Background: an optimization exercise with open tools, aiming at a short achievable clock period and few clock cycles. Do not read the settings as production practice. Only simulation tests tie the RTL to the original design; equivalence was not proved. Power figures rest on the tool's default switching activity, not on a simulated workload.

--- run.sh ---
#!/bin/bash
# synth_recipe.tcl (not shown) runs the flow's synth.tcl, then flattens the netlist and writes it again
# the make line also repeats each setting of config.mk as NAME=value (left out here)
make -C /OpenROAD-flow-scripts/flow DESIGN_CONFIG=/design/flow/config.mk WORK_HOME=/design/flow/orfs CLKGATE_MAP_FILE= SYNTH_SCRIPT=/design/flow/synth_recipe.tcl finish
--- config.mk ---
export PLATFORM = sky130hd
export DESIGN_NAME = top
export DESIGN_NICKNAME = top
export VERILOG_FILES = /design/flow/design.v
export SDC_FILE = /design/flow/constraint.sdc
export NUM_CORES = 4
export LEC_CHECK = 0
export CAP_MARGIN = 20
export CORE_MARGIN = 2
export CORE_UTILIZATION = 30
export SLEW_MARGIN = 20
--- constraint.sdc ---
create_clock -name core_clock -period 11.0 [get_ports {clk}]
set_input_delay 2.2000 -clock core_clock [delete_from_list [all_inputs] [get_ports {clk}]]
set_output_delay 2.2000 -clock core_clock [all_outputs]
set_load 0.01 [all_outputs]
--- design.v ---
module Alu(ALUCtrl,ALUSrcA,ALUSrc2,zeroflag,EX_alu_out);
    input [4:0] ALUCtrl;
    input [31:0] ALUSrcA,ALUSrc2;
    output logic zeroflag;
    output logic [31:0] EX_alu_out;
    always @(ALUSrcA or ALUSrc2 or ALUCtrl) begin
        case (ALUCtrl)
            5'b00000:begin
                EX_alu_out=ALUSrcA+ALUSrc2;
                zeroflag=1'b0;
            end
            5'b00001:begin
                EX_alu_out=ALUSrcA-ALUSrc2;
                zeroflag=1'b0;
            end
            5'b00010:begin
                EX_alu_out=ALUSrcA<<ALUSrc2[4:0];
                zeroflag=1'b0;
            end
            5'b00011:begin
                EX_alu_out=($signed(ALUSrcA)<$signed(ALUSrc2))?1:0;
                zeroflag=1'b0;
            end
            5'b00100:begin
                EX_alu_out=(ALUSrcA<ALUSrc2)?1:0;
                zeroflag=1'b0;
            end
            5'b00101:begin
                EX_alu_out=ALUSrcA^ALUSrc2;
                zeroflag=1'b0;
            end
            5'b00110:begin
                EX_alu_out=ALUSrcA>>ALUSrc2[4:0];
                zeroflag=1'b0;
            end
            5'b00111:begin
                EX_alu_out=$signed(ALUSrcA)>>>ALUSrc2[4:0];
                zeroflag=1'b0;
            end
            5'b01000:begin
                EX_alu_out=ALUSrcA|ALUSrc2;
                zeroflag=1'b0;
            end
            5'b01001:begin
                EX_alu_out=ALUSrcA&ALUSrc2;
                zeroflag=1'b0;
            end
            5'b01010:begin
                if(ALUSrcA==ALUSrc2) zeroflag=1'b1;
                else zeroflag=1'b0;
                EX_alu_out=32'b0;
            end
            5'b01011:begin
                if(ALUSrcA!=ALUSrc2) zeroflag=1'b1;
                else zeroflag=1'b0;
                EX_alu_out=32'b0;
            end
            5'b01100:begin
                if($signed(ALUSrcA)<$signed(ALUSrc2)) zeroflag=1'b1;
                else zeroflag=1'b0;
                EX_alu_out=32'b0;
            end
            5'b01101:begin
                if($signed(ALUSrcA)>=$signed(ALUSrc2)) zeroflag=1'b1;
                else zeroflag=1'b0;
                EX_alu_out=32'b0;
            end
            5'b01110:begin
                if(ALUSrcA<ALUSrc2) zeroflag=1'b1;
                else zeroflag=1'b0;
                EX_alu_out=32'b0;
            end
            5'b01111:begin
                if(ALUSrcA>=ALUSrc2) zeroflag=1'b1;
                else zeroflag=1'b0;
                EX_alu_out=32'b0;
            end
            5'b10000:begin
                EX_alu_out=ALUSrc2;
                zeroflag=1'b0;
            end
            5'b10001:begin
                EX_alu_out=(ALUSrcA+ALUSrc2)&{28'hfffffff,4'b1110};
                zeroflag=1'b0;
            end
            default:begin
                zeroflag=1'b0;
                EX_alu_out=32'b0;
            end
        endcase    
    end
endmodule
module AluCtrl(EX_Aluop,EX_funct3,EX_funct7,ALUCtrl);
    input [2:0] EX_Aluop;
    input [2:0] EX_funct3;
    input [6:0] EX_funct7;
    output logic[4:0] ALUCtrl;
    always @(*) begin
        case(EX_Aluop)
            3'b000:begin
                case (EX_funct3)
                    3'b000:begin
                        if(EX_funct7==7'b0000000) ALUCtrl=5'b00000;  
                        else ALUCtrl=5'b00001;  
                    end
                    3'b001:begin
                        ALUCtrl=5'b00010;  
                    end
                    3'b010:begin
                        ALUCtrl=5'b00011;  
                    end
                    3'b011:begin
                        ALUCtrl=5'b00100;  
                    end
                    3'b100:begin
                        ALUCtrl=5'b00101;  
                    end
                    3'b101:begin
                        if(EX_funct7==7'b0000000) ALUCtrl=5'b00110;  
                        else ALUCtrl=5'b00111;  
                    end
                    3'b110:begin
                        ALUCtrl=5'b01000;  
                    end
                    3'b111:begin
                        ALUCtrl=5'b01001;  
                    end
                endcase
            end
            3'b001:begin
                ALUCtrl=5'b00000;  
            end
            3'b010:begin
                case (EX_funct3)
                    3'b000:begin
                        ALUCtrl=5'b00000;  
                    end
                    3'b010:begin
                        ALUCtrl=5'b00011;  
                    end
                    3'b011:begin
                        ALUCtrl=5'b00100;  
                    end
                    3'b100:begin
                        ALUCtrl=5'b00101;  
                    end
                    3'b110:begin
                        ALUCtrl=5'b01000;  
                    end
                    3'b111:begin
                        ALUCtrl=5'b01001;  
                    end
                    3'b001:begin
                        ALUCtrl=5'b00010;  
                    end
                    3'b101:begin
                        if(EX_funct7==7'b0000000) ALUCtrl=5'b00110;  
                        else ALUCtrl=5'b00111;  
                    end
                endcase
            end
            3'b100:begin
                case(EX_funct3)
                    3'b000:begin 
                        ALUCtrl=5'b01010;  
                    end
                    3'b001:begin
                        ALUCtrl=5'b01011;  
                    end
                    3'b100:begin
                        ALUCtrl=5'b01100;  
                    end
                    3'b101:begin
                        ALUCtrl=5'b01101;  
                    end
                    3'b110:begin
                        ALUCtrl=5'b01110;  
                    end
                    3'b111:begin
                        ALUCtrl=5'b01111;  
                    end
                    default:begin
                        ALUCtrl=5'd0;
                    end
                endcase
            end
            3'b101:begin
                ALUCtrl=5'b10000;  
            end
            3'b011:begin
                ALUCtrl=5'b10001;  
            end
            default:begin
                        ALUCtrl=5'd0;
            end
        endcase
    end
endmodule
module BranchCtrl(jump,zeroflag,Branch_Ctrl);
    input [1:0] jump;
    input zeroflag;
    output logic[1:0] Branch_Ctrl;
    always @(*) begin
        case(jump)
            2'b00:begin  
                Branch_Ctrl=2'b10;
            end
            2'b01:begin  
                if(zeroflag) Branch_Ctrl=2'b01;
                else Branch_Ctrl=2'b10;
            end
            2'b10:begin  
                Branch_Ctrl=2'b00;
            end
            2'b11:begin  
                Branch_Ctrl=2'b01;
            end
        endcase
    end
endmodule
module Control_unit(op,funct3,imm,jump,ImmType,Aluop,Alusrc,Memread,Memwrite,Memtoreg,Regwrite,PCtoregsrc,RDsrc);
    input [6:0] op;
    input [2:0] funct3;
    input [31:0] imm;
    output logic [1:0] jump;
    output logic [2:0] ImmType;
    output logic [2:0] Aluop;
    output logic Alusrc,Memread,Memwrite,Memtoreg,Regwrite,PCtoregsrc,RDsrc; 
    always @(*) begin
        case(op) 
            7'b0110011:begin  
                jump=2'b00;
                ImmType=3'b000;
                Aluop=3'b000;
                Alusrc=1'b0;
                Memread=1'b0;
                Memwrite=1'b0;
                Memtoreg=1'b0;
                Regwrite=1'b1;
                PCtoregsrc=1'b0;
                RDsrc=1'b1;
            end
            7'b0000011:begin  
                jump=2'b00;
                ImmType=3'b000;
                Aluop=3'b001;
                Alusrc=1'b1;
                Memread=1'b1;
                Memwrite=1'b0;
                Memtoreg=1'b1;
                Regwrite=1'b1;
                PCtoregsrc=1'b0;
                RDsrc=1'b1;
            end
            7'b0010011:begin  
                jump=2'b00;
                ImmType=3'b000;
                Aluop=3'b010;
                Alusrc=1'b1;
                Memread=1'b0;
                Memwrite=1'b0;
                Memtoreg=1'b0;
                Regwrite=1'b1;
                PCtoregsrc=1'b0;
                RDsrc=1'b1;
            end
            7'b1100111:begin  
                jump=2'b10;
                ImmType=3'b000;
                Aluop=3'b011;
                Alusrc=1'b1;
                Memread=1'b0;
                Memwrite=1'b0;
                Memtoreg=1'b0;
                Regwrite=1'b1;
                PCtoregsrc=1'b1;
                RDsrc=1'b0;
            end
            7'b0100011:begin  
                jump=2'b00;
                ImmType=3'b001;
                Aluop=3'b001;
                Alusrc=1'b1;
                Memread=1'b0;
                Memwrite=1'b1;
                Memtoreg=1'b0;
                Regwrite=1'b0;
                PCtoregsrc=1'b0;
                RDsrc=1'b1;
            end
            7'b1100011:begin  
                jump=2'b01;
                ImmType=3'b010;
                Aluop=3'b100;
                Alusrc=1'b0;
                Memread=1'b0;
                Memwrite=1'b0;
                Memtoreg=1'b0;
                Regwrite=1'b0;
                PCtoregsrc=1'b0;
                RDsrc=1'b1;
            end
            7'b0010111:begin  
                jump=2'b00;
                ImmType=3'b011;
                Aluop=3'b001;
                Alusrc=1'b1;
                Memread=1'b0;
                Memwrite=1'b0;
                Memtoreg=1'b0;
                Regwrite=1'b1;
                PCtoregsrc=1'b0;
                RDsrc=1'b0;
            end
            7'b0110111:begin  
                jump=2'b00;
                ImmType=3'b011;
                Aluop=3'b101;
                Alusrc=1'b1;
                Memread=1'b0;
                Memwrite=1'b0;
                Memtoreg=1'b0;
                Regwrite=1'b1;
                PCtoregsrc=1'b0;
                RDsrc=1'b1;
            end
            7'b1101111:begin  
                jump=2'b11;
                ImmType=3'b100;
                Aluop=3'b110;
                Alusrc=1'b1;
                Memread=1'b0;
                Memwrite=1'b0;
                Memtoreg=1'b0;
                Regwrite=1'b1;
                PCtoregsrc=1'b1;
                RDsrc=1'b0;
            end
            default:begin
                jump=2'b00;
                ImmType=3'b000;
                Aluop=3'b000;
                Alusrc=1'b0;
                Memread=1'b0;
                Memwrite=1'b0;
                Memtoreg=1'b0;
                Regwrite=1'b0;
                PCtoregsrc=1'b0;
                RDsrc=1'b0;
            end
        endcase
    end
endmodule
module EXMEM(
    clk,rst,
    EX_Memread,EX_Memwrite,EX_Memtoreg,EX_Regwrite,EX_PCtoregsrc,EX_RDsrc,
    pc_to_reg,
    EX_alu_out,
    EX_forward_rs2_data,
    EX_rd_addr,
    EX_op,
    EX_funct3,
    MEM_Memread,MEM_Memwrite,MEM_Memtoreg,MEM_Regwrite,MEM_PCtoregsrc,MEM_RDsrc,
    MEM_pc_to_reg,
    MEM_alu_out,
    MEM_forward_rs2_data,
    MEM_rd_addr,
    MEM_op,
    MEM_funct3
);
    input clk,rst;
    input EX_Memread,EX_Memwrite,EX_Memtoreg,EX_Regwrite,EX_PCtoregsrc,EX_RDsrc;
    input [31:0] pc_to_reg;
    input [31:0] EX_alu_out;
    input [31:0] EX_forward_rs2_data;
    input [4:0] EX_rd_addr;
    input [6:0] EX_op;
    input [2:0] EX_funct3;
    output logic MEM_Memread,MEM_Memwrite,MEM_Memtoreg,MEM_Regwrite,MEM_PCtoregsrc,MEM_RDsrc;
    output logic [31:0] MEM_pc_to_reg;
    output logic [31:0] MEM_alu_out;
    output logic [31:0] MEM_forward_rs2_data;
    output logic [4:0] MEM_rd_addr;
    output logic [6:0] MEM_op;
    output logic [2:0] MEM_funct3;
    always @(posedge clk or posedge rst) begin
        if(rst) begin
            MEM_Memread<=1'b0;
            MEM_Memwrite<=1'b0;
            MEM_Memtoreg<=1'b0;
            MEM_Regwrite<=1'b0;
            MEM_PCtoregsrc<=1'b0;
            MEM_RDsrc<=1'b0;
            MEM_pc_to_reg<=32'b0;
            MEM_alu_out<=32'b0;
            MEM_forward_rs2_data<=32'b0;
            MEM_rd_addr<=5'b0;
            MEM_op<=7'b0;
            MEM_funct3<=3'b0;
        end
        else begin
            MEM_Memread<=EX_Memread;
            MEM_Memwrite<=EX_Memwrite;
            MEM_Memtoreg<=EX_Memtoreg;
            MEM_Regwrite<=EX_Regwrite;
            MEM_PCtoregsrc<=EX_PCtoregsrc;
            MEM_RDsrc<=EX_RDsrc;
            MEM_pc_to_reg<=pc_to_reg;
            MEM_alu_out<=EX_alu_out;
            MEM_forward_rs2_data<=EX_forward_rs2_data;
            MEM_rd_addr<=EX_rd_addr;
            MEM_op<=EX_op;
            MEM_funct3<=EX_funct3;
        end
    end
endmodule
module Forward_unit(EX_rs1_addr,EX_rs2_addr,MEM_rd_addr,WB_rd_addr,MEM_Regwrite,WB_Regwrite,WB_Memtoreg,WB_Memwrite,forwardrs1src,forwardrs2src,forwardRDsrc);
    input [4:0] EX_rs1_addr,EX_rs2_addr,MEM_rd_addr,WB_rd_addr;
    input MEM_Regwrite,WB_Regwrite,WB_Memtoreg,WB_Memwrite;
    output logic [1:0] forwardrs1src,forwardrs2src;
    output logic forwardRDsrc;
    always @(*) begin
        if((MEM_rd_addr==EX_rs1_addr)&&MEM_rd_addr!=5'b0&&MEM_Regwrite) forwardrs1src=2'b01;
        else if((WB_rd_addr==EX_rs1_addr)&&WB_rd_addr!=5'b0&&WB_Regwrite) forwardrs1src=2'b10;
        else forwardrs1src=2'b00;
    end
    always @(*) begin
        if((MEM_rd_addr==EX_rs2_addr)&&MEM_rd_addr!=5'b0&&MEM_Regwrite) forwardrs2src=2'b01;
        else if((WB_rd_addr==EX_rs2_addr)&&WB_rd_addr!=5'b0&&WB_Regwrite) forwardrs2src=2'b10;
        else forwardrs2src=2'b00;
    end
endmodule
module Hazard_unit(Branch_Ctrl,EX_Memread,EX_rd_addr,rs1,rs2,ImmType,flush,EX_flush,IFIDwrite,PCwrite);
    input [1:0] Branch_Ctrl;
    input EX_Memread;
    input [4:0] EX_rd_addr;
    input [4:0] rs1,rs2;
    input [2:0] ImmType;
    output logic flush,EX_flush,IFIDwrite,PCwrite;
    always @(*) begin
        if(Branch_Ctrl!=2'b10) begin
            flush=1'b1;
            EX_flush=1'b1;
            IFIDwrite=1'b1;
            PCwrite=1'b1;
        end
        else if((EX_rd_addr==rs1||EX_rd_addr==rs2)&&EX_Memread) begin
            flush=1'b0;
            EX_flush=1'b1;
            IFIDwrite=1'b0;
            PCwrite=1'b0;
        end
        else begin
            flush=1'b0;
            EX_flush=1'b0;
            IFIDwrite=1'b1;
            PCwrite=1'b1;
        end
    end
endmodule
module IDEX(
    clk,rst,flush,
    Aluop,Alusrc,Memread,Memwrite,Memtoreg,Regwrite,PCtoregsrc,RDsrc,
    RS1data,RS2data,
    ID_pc,
    imm,
    funct3,funct7,
    rs1,rs2,rd,
    EX_Aluop,EX_Alusrc,EX_Memread,EX_Memwrite,EX_Memtoreg,EX_Regwrite,EX_PCtoregsrc,EX_RDsrc,
    EX_rs1_data,EX_rs2_data,
    EX_pc,
    EX_imm,
    EX_funct3,EX_funct7,
    EX_rs1_addr,EX_rs2_addr,EX_rd_addr,
    jump,EX_jump,
    op,EX_op
    );
    input clk,rst,flush;
    input [2:0] Aluop;
    input Alusrc,Memread,Memwrite,Memtoreg,Regwrite,PCtoregsrc,RDsrc;
    input [31:0] RS1data,RS2data;
    input [31:0] ID_pc;
    input [31:0] imm;
    input [2:0] funct3;
    input [6:0] funct7;
    input [4:0] rs1,rs2,rd;
    input [1:0] jump;
    input [6:0] op;
    output logic [2:0] EX_Aluop;
    output logic EX_Alusrc,EX_Memread,EX_Memwrite,EX_Memtoreg,EX_Regwrite,EX_PCtoregsrc,EX_RDsrc;
    output logic [31:0] EX_rs1_data,EX_rs2_data;
    output logic [31:0] EX_pc;
    output logic [31:0] EX_imm;
    output logic [2:0] EX_funct3;
    output logic [6:0] EX_funct7;
    output logic [4:0] EX_rs1_addr,EX_rs2_addr,EX_rd_addr;
    output logic [1:0] EX_jump;
    output logic [6:0] EX_op;
    always @(posedge clk or posedge rst) begin
        if(rst) begin
            EX_Aluop<=3'd0;
            EX_Alusrc<=1'b0;
            EX_Memread<=1'b0;
            EX_Memwrite<=1'b0;
            EX_Memtoreg<=1'b0;
            EX_Regwrite<=1'b0;
            EX_PCtoregsrc<=1'b0;
            EX_RDsrc<=1'b0;
            EX_rs1_data<=32'd0;
            EX_rs2_data<=32'd0;
            EX_pc<=32'd0;
            EX_imm<=32'd0;
            EX_funct3<=3'd0;
            EX_funct7<=7'd0;
            EX_rs1_addr<=5'd0;
            EX_rs2_addr<=5'd0;
            EX_rd_addr<=5'd0;
            EX_jump<=2'd0;
            EX_op<=7'd0;
        end
        else begin
            if(flush) begin
                EX_Aluop<=3'd0;
                EX_Alusrc<=1'b0;
                EX_Memread<=1'b0;
                EX_Memwrite<=1'b0;
                EX_Memtoreg<=1'b0;
                EX_Regwrite<=1'b0;
                EX_PCtoregsrc<=1'b0;
                EX_RDsrc<=1'b0;
                EX_jump<=2'd0;
                EX_op<=7'd0;
            end
            else begin
                EX_Aluop<=Aluop;
                EX_Alusrc<=Alusrc;
                EX_Memread<=Memread;
                EX_Memwrite<=Memwrite;
                EX_Memtoreg<=Memtoreg;
                EX_Regwrite<=Regwrite;
                EX_PCtoregsrc<=PCtoregsrc;
                EX_RDsrc<=RDsrc;
                EX_jump<=jump;
                EX_op<=op;
            end
            EX_rs1_data<=RS1data;
            EX_rs2_data<=RS2data;
            EX_pc<=ID_pc;
            EX_imm<=imm;
            EX_funct3<=funct3;
            EX_funct7<=funct7;
            EX_rs1_addr<=rs1;
            EX_rs2_addr<=rs2;
            EX_rd_addr<=rd;
        end
    end
endmodule
module IFID(clk,rst,pc_out,inst,IFIDwrite,ID_pc,ID_inst);
    input clk,rst;
    input [31:0] pc_out,inst;
    input IFIDwrite;
    output logic [31:0] ID_pc,ID_inst;
    always @(posedge clk or posedge rst) begin
        if(rst) begin
            ID_pc<=0;
            ID_inst<=0;
        end
        else begin
            if(IFIDwrite) begin
                ID_pc<=pc_out;
                ID_inst<=inst;
            end
        end
    end
endmodule
module Imm_gen(ImmType,ID_inst,imm);
    input [2:0] ImmType;
    input [31:0] ID_inst;
    output logic[31:0] imm;
    always @(*) begin
        case(ImmType)
            3'b000:begin  
                imm={{20{ID_inst[31]}},ID_inst[31:20]};
            end
            3'b001:begin  
                imm={{20{ID_inst[31]}},ID_inst[31:25],ID_inst[11:7]};
            end
            3'b010:begin  
                imm={{19{ID_inst[31]}},ID_inst[31],ID_inst[7],ID_inst[30:25],ID_inst[11:8],1'b0};
            end
            3'b011:begin  
                imm={ID_inst[31:12],12'b0};
            end
            3'b100:begin  
                imm={{12{ID_inst[31]}},ID_inst[19:12],ID_inst[20],ID_inst[30:21],1'b0};
            end
            default:begin
                imm=0;
            end
        endcase
    end
endmodule
module MEMWB(
    clk,rst,
    MEM_Memread,MEM_Memwrite,MEM_Memtoreg,MEM_Regwrite,MEM_PCtoregsrc,MEM_RDsrc,
    MEM_rd_data,
    MEM_data_out,
    MEM_rd_addr,
    MEM_op,
    MEM_funct3,
    WB_Memread,WB_Memwrite,WB_Memtoreg,WB_Regwrite,WB_PCtoregsrc,WB_RDsrc,
    WB_rrd_data,
    WB_data_out,
    WB_rd_addr,
    WB_op,
    WB_funct3
);
    input clk,rst;
    input MEM_Memread,MEM_Memwrite,MEM_Memtoreg,MEM_Regwrite,MEM_PCtoregsrc,MEM_RDsrc;
    input [31:0] MEM_rd_data;
    input [31:0] MEM_data_out;
    input [4:0] MEM_rd_addr;
    input [6:0] MEM_op;
    input [2:0] MEM_funct3;
    output logic WB_Memread,WB_Memwrite,WB_Memtoreg,WB_Regwrite,WB_PCtoregsrc,WB_RDsrc;
    output logic [31:0] WB_rrd_data;
    output logic [31:0] WB_data_out;
    output logic [4:0] WB_rd_addr;
    output logic [6:0] WB_op;
    output logic [2:0] WB_funct3;
    always @(posedge clk or posedge rst) begin
        if(rst) begin
            WB_Memread<=1'b0;
            WB_Memwrite<=1'b0;
            WB_Memtoreg<=1'b0;
            WB_Regwrite<=1'b0;
            WB_PCtoregsrc<=1'b0;
            WB_RDsrc<=1'b0;
            WB_rrd_data<=32'd0;
            WB_data_out<=32'd0;
            WB_rd_addr<=5'd0;
            WB_op<=7'd0;
            WB_funct3<=3'd0;
        end
        else begin
            WB_Memread<=MEM_Memread;
            WB_Memwrite<=MEM_Memwrite;
            WB_Memtoreg<=MEM_Memtoreg;
            WB_Regwrite<=MEM_Regwrite;
            WB_PCtoregsrc<=MEM_PCtoregsrc;
            WB_RDsrc<=MEM_RDsrc;
            WB_rrd_data<=MEM_rd_data;
            WB_data_out<=MEM_data_out;
            WB_rd_addr<=MEM_rd_addr;
            WB_op<=MEM_op;
            WB_funct3<=MEM_funct3;
        end
    end
endmodule
module Mux(forward,rs_data,MEM_rd_data,WB_rd_data,ALUSrc);
    input [1:0] forward;
    input [31:0] rs_data,MEM_rd_data,WB_rd_data;
    output logic [31:0] ALUSrc;
    always @(*) begin
        case(forward)
            2'b00:begin
                ALUSrc=rs_data;
            end
            2'b01:begin
                ALUSrc=MEM_rd_data;
            end
            2'b10:begin
                ALUSrc=WB_rd_data;
            end
            default:begin
                ALUSrc=0;
            end
        endcase
    end
endmodule
module PC(clk,rst,pc_in,PCwrite,pc_out);
    input clk,rst,PCwrite;
    input [31:0] pc_in;
    output logic[31:0] pc_out;
    always @(posedge clk or posedge rst) begin
        if(rst) begin
            pc_out<=0;
        end
        else begin
            if(PCwrite) pc_out<=pc_in;
        end
    end
endmodule
module Regfile(clk,rst,WB_Regwrite,rs1,rs2,WB_rd_addr,WB_rd_data,WB_op,WB_funct3,RS1data,RS2data);
     input clk;
     input rst;
     input WB_Regwrite;
     input [4:0] WB_rd_addr;
     input [31:0] WB_rd_data;
     input [4:0] rs1,rs2;
     input [6:0] WB_op;
     input [2:0] WB_funct3;
     output logic [31:0] RS1data,RS2data;
     logic[31:0] reg_file[31:0];
     logic wb_en;
     assign wb_en=WB_Regwrite&&WB_rd_addr!=5'b0;
     always@(posedge clk or posedge rst) begin
        if(rst) begin
            for(int i=0;i<32;i++) begin
                reg_file[i]<=0;
            end
        end
        else begin
            if(wb_en) begin
                reg_file[WB_rd_addr]<=WB_rd_data;
            end
        end
    end
    assign RS1data=(wb_en&&WB_rd_addr==rs1)?WB_rd_data:reg_file[rs1];
    assign RS2data=(wb_en&&WB_rd_addr==rs2)?WB_rd_data:reg_file[rs2];
endmodule
module top(
    input  logic        clk,
    input  logic        rst,
    output logic [13:0] im_addr,
    input  logic [31:0] im_rdata,
    output logic        dm_cs,
    output logic        dm_oe,
    output logic [3:0]  dm_web,
    output logic [13:0] dm_addr,
    output logic [31:0] dm_wdata,
    input  logic [31:0] dm_rdata
);
    logic [31:0] pc_in,pc_out,pc_add4;
    logic [31:0] inst,instr;
    logic flush,IFIDwrite,PCwrite;
    assign pc_add4=pc_out+4;
    PC pc(clk,rst,pc_in,PCwrite,pc_out);
    logic [1:0] Branch_Ctrl;
    assign im_addr=pc_out[15:2];
    assign instr=im_rdata;
    always @(*) begin
        if(flush) begin
            inst=0;
        end
        else begin
            inst=instr;
        end
    end
    logic [1:0] jump;
    logic zeroflag;
    logic [31:0] ID_inst;
    logic [31:0] ID_pc;
    logic[4:0] rd,rs1,rs2;
    logic[2:0] funct3;
    logic[6:0] funct7;
    logic[31:0] imm;
    logic[2:0] ImmType;
    logic[31:0] RS1data,RS2data;
    IFID ifid(clk,rst,pc_out,inst,IFIDwrite,ID_pc,ID_inst);
    always @(*) begin
        if(flush) begin
            rd=5'd0;
            rs1=5'd0;
            rs2=5'd0;
            funct3=3'd0;
            funct7=7'd0;
        end
        else begin
            rd=ID_inst[11:7];
            rs1=ID_inst[19:15];
            rs2=ID_inst[24:20];
            funct3=ID_inst[14:12];
            funct7=ID_inst[31:25];
        end
    end
    Imm_gen imm_gen(ImmType,ID_inst,imm);
    logic [2:0] Aluop;
    logic Alusrc,Memread,Memwrite,Memtoreg,Regwrite,PCtoregsrc,RDsrc;
    logic [3:0] mmwrite;
    Control_unit control(ID_inst[6:0],funct3,imm,jump,ImmType,Aluop,Alusrc,Memread,Memwrite,Memtoreg,Regwrite,PCtoregsrc,RDsrc);
    logic [31:0] EX_alu_out;
    logic [31:0] EX_pc;
    logic [31:0] EX_imm;
    logic [31:0] EX_rs1_data,EX_rs2_data;
    logic [2:0] EX_funct3;
    logic [6:0] EX_funct7;
    logic [1:0] EX_jump;
    logic EX_flush;
    logic [4:0] EX_rs1_addr,EX_rs2_addr,EX_rd_addr;
    logic [2:0] EX_Aluop;
    logic EX_Alusrc,EX_Memread,EX_Memwrite,EX_Memtoreg,EX_Regwrite,EX_PCtoregsrc,EX_RDsrc;
    logic [31:0] EX_forward_rs2_data;
    logic [6:0] EX_op;
    logic [3:0] EX_mmwrite;
    IDEX idex(
        clk,rst,EX_flush,
        Aluop,Alusrc,Memread,Memwrite,Memtoreg,Regwrite,PCtoregsrc,RDsrc,
        RS1data,RS2data,
        ID_pc,
        imm,
        funct3,funct7,
        rs1,rs2,rd,
        EX_Aluop,EX_Alusrc,EX_Memread,EX_Memwrite,EX_Memtoreg,EX_Regwrite,EX_PCtoregsrc,EX_RDsrc,
        EX_rs1_data,EX_rs2_data,
        EX_pc,
        EX_imm,
        EX_funct3,EX_funct7,
        EX_rs1_addr,EX_rs2_addr,EX_rd_addr,
        jump,EX_jump,
        ID_inst[6:0],EX_op
        );
    BranchCtrl branchctrl(EX_jump,zeroflag,Branch_Ctrl);
    logic [4:0] ALU_Ctrl;
    AluCtrl aluctrl(EX_Aluop,EX_funct3,EX_funct7,ALU_Ctrl);
    logic [1:0] forwardrs1src,forwardrs2src;
    logic forwardRDsrc;
    logic [31:0] ALUSrcA,ALUSrcB;
    logic [31:0] pc_to_reg;
    assign pc_to_reg=EX_PCtoregsrc?(EX_pc+4):(EX_pc+EX_imm);
    logic MEM_Memread,MEM_Memwrite,MEM_Memtoreg,MEM_Regwrite,MEM_PCtoregsrc,MEM_RDsrc;
    logic [31:0] MEM_rd_data;
    logic [4:0] MEM_rd_addr;
    logic [31:0] MEM_pc_to_reg,MEM_alu_out;
    logic [31:0] MEM_data_in,MEM_data_out;
    logic [31:0] MEM_forward_rs2_data;
    logic [6:0] MEM_op;
    logic [2:0] MEM_funct3;
    logic [3:0] MEM_mmwrite;
    assign EX_forward_rs2_data=ALUSrcB;
    EXMEM exmem(
        clk,rst,
        EX_Memread,EX_Memwrite,EX_Memtoreg,EX_Regwrite,EX_PCtoregsrc,EX_RDsrc,
        pc_to_reg,
        EX_alu_out,
        EX_forward_rs2_data,
        EX_rd_addr,
        EX_op,
        EX_funct3,
        MEM_Memread,MEM_Memwrite,MEM_Memtoreg,MEM_Regwrite,MEM_PCtoregsrc,MEM_RDsrc,
        MEM_pc_to_reg,
        MEM_alu_out,
        MEM_forward_rs2_data,
        MEM_rd_addr,
        MEM_op,
        MEM_funct3
    );
    logic WB_Memread,WB_Memwrite,WB_Memtoreg,WB_Regwrite,WB_PCtoregsrc,WB_RDsrc;
    logic [4:0] WB_rd_addr;
    logic [31:0] WB_rrd_data;
    logic [31:0] WB_rd_data;
    logic [31:0] WB_data_out;
    logic [6:0] WB_op;
    logic [2:0] WB_funct3;
    assign MEM_rd_data=MEM_RDsrc?MEM_alu_out:MEM_pc_to_reg;
    MEMWB memwb(
        clk,rst,
        MEM_Memread,MEM_Memwrite,MEM_Memtoreg,MEM_Regwrite,MEM_PCtoregsrc,MEM_RDsrc,
        MEM_rd_data,
        MEM_data_out,
        MEM_rd_addr,
        MEM_op,
        MEM_funct3,
        WB_Memread,WB_Memwrite,WB_Memtoreg,WB_Regwrite,WB_PCtoregsrc,WB_RDsrc,
        WB_rrd_data,
        WB_data_out,
        WB_rd_addr,
        WB_op,
        WB_funct3
    );
    logic [31:0] WB_ld_shift;
    logic [31:0] WB_ld_data;
    assign WB_ld_shift=WB_data_out>>{WB_rrd_data[1:0],3'b000};
    always @(*) begin
        case(WB_funct3)
            3'b000:WB_ld_data={{24{WB_ld_shift[7]}},WB_ld_shift[7:0]};
            3'b001:WB_ld_data=WB_rrd_data[1]?{{16{WB_data_out[31]}},WB_data_out[31:16]}:{{16{WB_data_out[15]}},WB_data_out[15:0]};
            3'b100:WB_ld_data={24'd0,WB_ld_shift[7:0]};
            3'b101:WB_ld_data=WB_rrd_data[1]?{16'd0,WB_data_out[31:16]}:{16'd0,WB_data_out[15:0]};
            default:WB_ld_data=WB_data_out;
        endcase
    end
    assign WB_rd_data=WB_Memtoreg?WB_ld_data:WB_rrd_data;
    logic [1:0] c_b;
    logic c_h;
    assign c_b=MEM_alu_out%4;
    assign c_h=MEM_alu_out[31:1]%2;
    always @(*) begin
        if(MEM_Memwrite) begin
        MEM_data_in=0;
        case(MEM_funct3) 
            3'b000:begin
                case (c_b)
                    2'b00:begin
                        MEM_data_in[7:0]=MEM_forward_rs2_data[7:0];
                        mmwrite=4'b1110;
                    end 
                    2'b01:begin
                        MEM_data_in[15:8]=MEM_forward_rs2_data[7:0];
                        mmwrite=4'b1101;
                    end 
                    2'b10:begin
                        MEM_data_in[23:16]=MEM_forward_rs2_data[7:0];
                        mmwrite=4'b1011;
                    end 
                    2'b11:begin
                        MEM_data_in[31:24]=MEM_forward_rs2_data[7:0];
                        mmwrite=4'b0111;
                    end 
                endcase
            end
            3'b001:begin
                if(c_h) begin
                    MEM_data_in[31:16]=MEM_forward_rs2_data[15:0]; 
                    mmwrite=4'b0011;  
                end
                else begin
                    MEM_data_in[15:0]=MEM_forward_rs2_data[15:0]; 
                    mmwrite=4'b1100;
                end
            end
            default:begin
                MEM_data_in=MEM_forward_rs2_data;
                mmwrite=4'b0000;
            end
        endcase
        end
        else begin
            MEM_data_in=0;
            mmwrite=4'b1111;
        end
    end
    logic chip;
    assign chip=MEM_Memread|MEM_Memwrite;
    assign dm_cs=chip;
    assign dm_oe=MEM_Memread;
    assign dm_web=mmwrite;
    assign dm_addr=MEM_alu_out[15:2];
    assign dm_wdata=MEM_data_in;
    assign MEM_data_out=dm_rdata;
    Hazard_unit hu(Branch_Ctrl,EX_Memread,EX_rd_addr,rs1,rs2,ImmType,flush,EX_flush,IFIDwrite,PCwrite);
    Regfile regfile(clk,rst,WB_Regwrite,rs1,rs2,WB_rd_addr,WB_rd_data,WB_op,WB_funct3,RS1data,RS2data);
    Forward_unit fu(EX_rs1_addr,EX_rs2_addr,MEM_rd_addr,WB_rd_addr,MEM_Regwrite,WB_Regwrite,WB_Memtoreg,MEM_Memwrite,forwardrs1src,forwardrs2src,forwardRDsrc);
    Mux mux1(forwardrs1src,EX_rs1_data,MEM_rd_data,WB_rd_data,ALUSrcA);
    Mux mux2(forwardrs2src,EX_rs2_data,MEM_rd_data,WB_rd_data,ALUSrcB);
    logic [31:0] ALUSrc2;
    assign ALUSrc2 = EX_Alusrc?EX_imm:ALUSrcB;
    Alu alu(ALU_Ctrl,ALUSrcA,ALUSrc2,zeroflag,EX_alu_out);
    always @(*) begin
        case(Branch_Ctrl)
            2'b00:begin
                pc_in=EX_alu_out;
            end
            2'b01:begin
                pc_in=EX_pc+EX_imm;
            end
            2'b10:begin
                pc_in=pc_add4;
            end
            default:begin
                pc_in=0;
            end
        endcase
    end
endmodule
==> flow_metrics.py <==
metrics = {
    "outcome": {
        "status": "finished clean",
    },
    "drt": {
        "final_antenna_net_count": 0,
        "dr.pass1.iters": 11,
        "wl_um": 537000,
        "drt_iter0_drc": 15793,
        "wl_per_cell_um": 42.52,
        "vias_per_cell": 6.799,
        "vias": 85845,
        "drc": 0,
    },
    "sta": {
        "skew_ps": 100.2,
        "setup_violations": 0,
        "fin_setup_tns_ps": 0,
        "rsz0062_at_grt": "false",
        "setup_ws_ps": 1233,
        "fin_crit_ps": 9767,
        "min_period_over_period_pct": 88.79,
        "drv_slew": 0,
        "fmax_mhz": 102.4,
        "hold_viol_final": 0,
        "relSlewSlack_pct": 12.65,
        "worst_pin_slew_ps": 1307,
    },
    "setup_path": {
        "cp-end-kind": "register",
        "criticalPathCategory": "reg -> reg",
        "required_ps": 11810,
        "cp.arrival_ps": 10580,
        "startpoint_type": "register",
        "worstPathMaxFanout": 37,
    },
    "finish": {
        "utilization_pct": 35.06,
        "nets": 9085,
        "finalInstanceArea_mm2": 0.09293,
        "area_growth_pct": 16.17,
        "largest_reg_flops": 1024,
        "drive_gt1_share_pct": 11.40,
        "regMostFlops": "regfile.reg_file",
        "fill_cells": 27024,
    },
    "clocking": {
        "clock_latency_ps": 890,
        "cts_tree": "done",
        "clkTransAtPathRegs_ps": 60,
        "clock_sinks": 1466,
        "ctsLongestPathBuffers": 3,
        "post_cts_buffers": 0,
        "cts_hold_buf": 0,
        "cts_root_buf": "clkbuf_16",
        "cts_max_level": 4,
        "cts-buffers-inserted": 168,
        "post_cts_resized": 0,
    },
    "logic_synthesis": {
        "synthCells": 8980,
        "synth_top_flop_cell": "dfrtp_1",
        "synthAdderAreaFrac_pct": 2.108,
        "yosysWarnings": 16,
        "seq_area_frac_synth_pct": 45.86,
        "synth_top_family_by_area": "compound AO/OA/AOI/OAI gates",
        "syn_area_mm2": 0.08000,
        "synthMuxAreaShare_pct": 3.228,
        "synth-compound-area-share_pct": 28.54,
        "syn_nets": 9179,
        "synth_area_leader_cell": "dfrtp_1",
        "synthArstFlopShare_pct": 100.0,
        "synth_cell_type_count": 102,
        "synth-seq-cells": 1466,
        "synthTopCellsByArea": "dfrtp_1, o21ai_0, nand2_1, a22oi_1, clkbuf_1",
        "synthXorXnorAreaFrac_pct": 1.248,
        "synth_top_area_share_pct": 45.86,
        "synth.avg_cell_area_um2": 8.908,
        "yosys.area_share.simple_pct": 14.02,
        "synth-edff-count": 0,
    },
    "floorplanning": {
        "core_mm2": 0.2651,
        "io_pins": 132,
        "dieArea_mm2": 0.2708,
        "die_w_um": 520.4,
        "die_h_um": 520.4,
        "start_util_pct": 30.18,
        "rows": 189,
    },
    "global_routing": {
        "grt_pass1_vias": 78082,
        "grt_pass1_wl_um": 710900,
        "grt_overflow": 0,
        "grtUsageTotal_pct": 38.31,
        "antenna_found_initial": 73,
        "grt_max_degree": 170,
    },
    "power_and_ir_drop": {
        "powerDensity_mw_per_mm2": 187.3,
        "vdd_ir_drop_max_mv": 0.1849,
        "p_total_mw": 17.40,
        "p_leak_nw": 38.50,
    },
    "placement": {
        "routabilityCongestion": 1.092,
        "dp_slack_ps": 1680,
        "dpl_cell_area_mm2": 0.08684,
        "place_hpwl_um": 370000,
        "portBuffers": 131,
    },
    "flow_run": {
        "cap_viol_max_count": 0,
    },
    "hold_path": {
        "hold_class": "reg -> reg",
    },
}
## final cells by class
| class | instances | area [µm²] | share of cell area (%) |
|---|---|---|---|
| clock buffer | 232 | 4838 | 5.206 |
| timing repair buffer | 564 | 4747 | 5.108 |
| clock inverter | 71 | 940.9 | 1.012 |
| multi-input combinational | 6517 | 40460 | 43.54 |
| antenna | 75 | 187.7 | 0.2020 |
| sequential | 1466 | 36700 | 39.49 |
| tap | 3533 | 4420 | 4.757 |
| inverter | 169 | 640.6 | 0.6893 |
## synthesized netlist by cell type (17+ instances only)
cell and n:
o22a_1 17, clkbuf_1 658, o21bai_1 25, nor2b_1 73, buf_4 32, o21ai_0 1207
o21a_1 22, or2_2 26, xor2_1 38, a221o_1 47, ha_1 130, a2111oi_0 31
buf_1 69, o22ai_1 110, a21oi_1 386, buf_2 62, inv_1 161, mux2_2 55
o2111ai_1 23, nand2_1 1400, mux2i_1 188, or3_1 22, a31oi_1 82, a221oi_1 198
nand4_1 63, a222oi_1 89, nor2_1 529, nor3_1 118, o221ai_1 63, and3_1 53
a21o_1 54, o211ai_1 129, o31ai_1 28, nand2b_1 31, a32o_1 19, a32oi_1 40
xnor2_1 76, and2_1 33, o21ai_1 20, nand3_1 170, a22o_1 168, dfrtp_1 1466
a211oi_1 40, a22oi_1 446, nor4_1 25
## final timing paths
check                           depth (start not counted)                 endpoint  slack (ps)                 from
worst max-delay path                                   19     idex.EX_rs2_data[21]        1230  memwb.WB_rd_addr[3]
worst min-delay path                                    0          exmem.MEM_RDsrc         350        idex.EX_RDsrc
worst max register to register                         19     idex.EX_rs2_data[21]        1230  memwb.WB_rd_addr[3]
worst min register to register                          0          exmem.MEM_RDsrc         350        idex.EX_RDsrc
max in group asynchronous                               4  regfile.reg_file[0][15]        6940                  rst
min in group asynchronous                               2       memwb.WB_funct3[2]        1830                  rst
## routing by layer
layer | vias up | global-route usage (%) | share of wire (%)
li1 | 33012 | - | -
met2 | 8046 | 53.76 | 40
met5 | - | 1.035 | 0.094
met4 | 36 | 30.78 | 10
met3 | 2566 | 16.40 | 14
met1 | 42185 | 45.37 | 36
## cell usage in the layout, fill, tap and decap left out, types with 130 or more instances in the layout
cell type,count
dfrtp_1,1457
inv_1,157
buf_4,418
a221oi_1,190
a21oi_1,376
a22o_1,168
nand2_1,1374
ha_1,130
o21ai_0,1205
clkdlybuf4s50_1,131
clkbuf_16,171
nand3_1,161
a22oi_1,446
mux2i_1,186
nor2_1,481
## worst max-delay path: stages, from the launching register on
cell and delay [ps]:
dfrtp_1 1080, or4_4 280, o21a_1 210, and4_1 610, nand2_1 600, o21ai_0 1020, ha_1 490, nand4_1 320
nor4b_2 540, nand2_1 140, o211ai_1 810, and3_1 890, nor2_4 140, buf_12 250, nor3_4 950, buf_4 460
a22oi_1 120, nand2_1 100, o32a_1 370, mux2_2 230
## cell families (layout without fill, tap and decap cells)
kind of cell,Yosys count,after routing
buffers and inverters,997,1036
DFF,1466,1466
muxes,247,247
adders and majority gates,133,133
xor gates and xnor gates,114,114
AOI/OAI and AO/OA,3421,3421
other,0,75
and+or+nand+nor,2602,2602
## stage by stage
stage	hold WS [ps]	instances
3_5_place_dp	336.3	12245
5_1_grt	363.1	12567
3_3_place_gp	333.2	12243
6_report	349.4	12627
2_1_floorplan	331.2	8980
4_1_cts	350.9	12548
## power by group
group | internal, mW | leakage, nW | total [mW] | switching (mW)
combinational | 1.24 | 15.9 | 4.68 | 3.44
clock | 3.43 | 2.83 | 6.02 | 2.60
sequential | 5.97 | 19.8 | 6.70 | 0.737
Testbench counts, summed over its fixed seeds: cycles 133,607.

port drivers added, routing unchanged:
How much do the figures lean on ideal ports? The routed layout below was timed once more, with nothing changed but the port constraints. Step 1: set_driving_cell puts a clkbuf_16 on clk and a buf_2 on each other input, an assumption about the parent block. Step 2 moves the port delays by t, midway between the first and last clock arrival at a register: inputs arrive t later, outputs are due t later. That takes back most of the time a late clock gives input paths. a / b / c = ideal / step 1 / step 2; a / b = the first two.
t, ns: 0.933
setup slack, ns: 1.233 / 1.233 / 1.233
clock arrival spread, ns: 0.105 / 0.105
After both steps this run still meets setup and hold. The setup slack of this run moves by 0.000 ns with the drivers and by 0.000 ns with both steps.
